This design comes from an exercise in tuning for small area on the open sky130 flow, not from production work. In this exercise RTL edits were held to simulation tests only and were not proved equivalent to the original. No activity file was given, so power comes from the tool's default toggle rates.

==> flow/design.v <==
`timescale 1ns / 1ps
module XMLDecoder(
    input CLOCK,
    input rst,           
    input inValid,
    input inEop,
    input [7:0] in,
    output reg outValid,
    output reg outEop,
    output reg [7:0] out,
    output isData,
    output isTag,
    output reg isTagName,
    output reg isTagKey,
    output reg isTagValue,
    output reg isComment,
    output reg [3:0] tagDepth,
    output reg depthPush,
    output reg depthPop,
    output [7:0] s0,
    output [7:0] s1,
    output [7:0] s2,
    output [7:0] s3,
    output [7:0] s4,
    output [7:0] s5,
    output [7:0] s6,
    output [7:0] s7
    );
	reg eopn, eopnn, eopnnn;
	reg vnnn, vnn, vn;
	reg [7:0] snnn, snn, sn;
	reg spLt, spDash, spDash2;
	reg isClosingTag;
	reg isSelfClosingTag;
	reg intag;
	reg [7:0] tagno [0:7];
	wire outLt   = out == "<";
	wire outGt   = out == ">";
	wire outDash = out == "-";
	wire outSl   = out == "/";
	wire snLt    = sn == "<";
	wire snGt    = sn == ">";
	wire snSp    = sn == " ";
	wire onTagStartNext = snLt && !(snn == "!" && snnn == "-");
	wire onSelfCloseTag = (outSl || out == "?") && snGt;
	wire isOpeningTag   = intag && !isSelfClosingTag && !isClosingTag;
	wire eopAny = eopn || eopnn || eopnnn;
	wire shift  = inValid || inEop || eopAny;
	wire step   = !outEop && (vn || eopAny) && !isComment;
	wire bump   = step && outGt && (isClosingTag || isSelfClosingTag);
	assign s0 = tagno[0];
	assign s1 = tagno[1];
	assign s2 = tagno[2];
	assign s3 = tagno[3];
	assign s4 = tagno[4];
	assign s5 = tagno[5];
	assign s6 = tagno[6];
	assign s7 = tagno[7];
	assign isTag  = intag && !isComment;
	assign isData = outValid && !intag && !isComment;
	always @(posedge CLOCK) begin
		if (rst) begin
			eopnnn <= 1; eopnn <= 1; eopn <= 1; outEop <= 0;
		end else begin
			eopnnn <= inEop;
			eopnn  <= eopnnn;
			eopn   <= eopnn;
			outEop <= eopn;
		end
	end
	always @(posedge CLOCK) begin
		if (rst) begin
			vnnn <= 0; vnn <= 0; vn <= 0; outValid <= 0;
			snnn <= 0; snn <= 0; sn <= 0; out <= 0;
			spLt <= 0; spDash <= 0; spDash2 <= 0;
		end else if (shift) begin
			vnnn <= inValid; vnn <= vnnn; vn <= vnn; outValid <= vn;
			snnn <= in; snn <= snnn; sn <= snn; out <= sn;
			spLt <= outLt; spDash <= outDash; spDash2 <= outDash && spDash;
		end else begin
			outValid <= 0;
		end
	end
	always @(posedge CLOCK) begin
		if (rst || outEop) begin
			isComment <= 0;
		end else if (vn || eopAny) begin
			isComment <= ((snLt && !eopn) && (snn == "!" && !eopnn) && (snnn == "-" && !eopnnn) && (in == "-" && !inEop) || isComment)
			             && !(outGt && spDash2);
		end
	end
	always @(posedge CLOCK) begin
		if (rst || outEop) begin
			intag <= 0; isClosingTag <= 0; isSelfClosingTag <= 0;
			isTagName <= 0; isTagKey <= 0; isTagValue <= 0;
			tagDepth <= 0; depthPush <= 0; depthPop <= 0;
		end else if (step) begin
			intag <= (intag || onTagStartNext) && !(outGt && !onTagStartNext);
			isTagName <= ((outLt && sn != "/") || (outSl && spLt) || isTagName) && !(snSp || snGt);
			isTagKey <= (intag && out == " " || isTagKey) && sn != "=";
			isTagValue <= (intag && out == "=" || isTagValue) && !(snSp || snGt);
			isClosingTag <= (!outGt && isClosingTag) || (outLt && sn == "/");
			isSelfClosingTag <= (isSelfClosingTag || onSelfCloseTag) && !onTagStartNext;
			if (outGt && isOpeningTag)
				tagDepth <= tagDepth + 4'd1;
			else if (outGt && isClosingTag)
				tagDepth <= tagDepth - 4'd1;
			depthPush <= outGt && isOpeningTag;
			depthPop  <= outGt && isClosingTag;
		end
	end
	wire [7:0] cur = tagno[tagDepth[2:0]];
	wire [7:0] nxt = cur + 8'd1;
	wire live = !rst && !outEop;
	wire [7:0] busEven = (live && !tagDepth[0]) ? nxt : 8'd0;
	wire [7:0] busOdd  = (live &&  tagDepth[0]) ? nxt : 8'd0;
	genvar i;
	generate for (i = 0; i < 8; i = i + 1) begin : g_tag
		wire load = rst || (outEop && i != 7) || (bump && (tagDepth == i || (i != 0 && tagDepth == i - 1)));
		always @(posedge CLOCK)
			if (load) tagno[i] <= (i % 2) ? busOdd : busEven;
	end endgenerate
endmodule
export LEC_CHECK = 0
export CAP_MARGIN = 20
export CORE_MARGIN = 2
export CORE_UTILIZATION = 40
export SLEW_MARGIN = 20
create_clock -name core_clock -period 5.0 [get_ports {CLOCK}]
run.sh (not shown) runs the stock make flow with config.mk's settings and CLKGATE_MAP_FILE= SYNTH_SCRIPT=/design/flow/synth_recipe.tcl, a recipe that flattens the netlist after the stock synthesis.
The baseline finished with timing, DRC and antenna clean.
Rerun with:
==> flow/flow/run.sh (new file) <==
#!/bin/bash
# Own layout flow: the standard ORFS flow (standard.sh) with
#  - an area-oriented abc script in synthesis (flow/synth.tcl, flow/area.abc),
#  - the smallest buffer (buf_1) on every input and output port,
#  - CTS without dummy load cells, using small clock buffers.
# The full make output goes to run.log in the work folder; each ORFS tool's log
# is under orfs/logs/.
set -euo pipefail
WORK=$(pwd)
export FLOW_SYNTH_TCL=$WORK/synth_recipe.tcl
export AREA_ABC_SCRIPT=$WORK/flow/area.abc
bash standard.sh \
  "SYNTH_SCRIPT=$WORK/flow/synth.tcl" \
  "BUFFER_PORTS_ARGS=-buffer_cell sky130_fd_sc_hd__buf_1" \
  "CTS_ARGS=-sink_clustering_enable -repair_clock_nets -dont_use_dummy_load -buf_list sky130_fd_sc_hd__clkbuf_4" \
  finish > "$WORK/run.log" 2>&1
==> flow/flow/area.abc (new file) <==
&get -n
&st
&dc2
&dch
&nf -R 1000 -p -a -C 32
&put
==> flow/flow/synth.tcl (new file) <==
# The standard synthesis (synth_recipe.tcl) with one change: the combinational
# mapping step (abc) runs an area-oriented script, flow/area.abc, in place of the
# ORFS speed script. Flip-flop mapping and register names are untouched.
proc abc {args} {
  set i [lsearch -exact $args -script]
  if { $i >= 0 } { lset args [expr {$i + 1}] $::env(AREA_ABC_SCRIPT) }
  yosys abc {*}$args
}
source $::env(FLOW_SYNTH_TCL)
==> flow/standard.sh (new file) <==
#!/bin/bash
# synth_recipe.tcl (not shown) runs the flow's synth.tcl, then flattens the netlist and writes it again
# the make line also repeats each setting of config.mk as NAME=value (left out here)
make -C /OpenROAD-flow-scripts/flow DESIGN_CONFIG=/design/flow/config.mk WORK_HOME=/design/flow/orfs CLKGATE_MAP_FILE= SYNTH_SCRIPT=/design/flow/synth_recipe.tcl "${@:-finish}"
Settings changed: CORE_UTILIZATION 40 to 30.
removed: flow/run.sh
Effect: Sequential power stays flat; via count is lower by a few percent; wire length is lower by a few percent; power is lower by a quarter to a third; global-route usage is lower by 5.3 points; sequential cell count does not change; first-iteration DRC count is higher by well over a third.

-- separate check: timing with driven ports --
The results above use ideal ports. As a check the final layouts listed here were re-extracted and re-timed, cells and wires unchanged. Step 1 assumes that a clkbuf_16 drives the clock port and a buf_2 every other input. Step 2 times the ports against the registers' clock, not the clock port: input delays grow and output delays shrink by t, the midpoint of the rising clock arrivals with the driver on. Three values: ideal, step 1, step 2; two values: the first two.
run | t, ns | setup WS [ns] | worst setup path after step 2 | worst data-port slew with drivers (ns) | cell pins on the clock port's net
the first run | 0.445 | 1.604 / 1.604 / 1.604 | register to register | 0.03 | 1
the second run | 0.525 | 1.346 / 1.346 / 1.346 | register to register | 0.03 | 1
After both steps setup and hold are still met in every run listed.
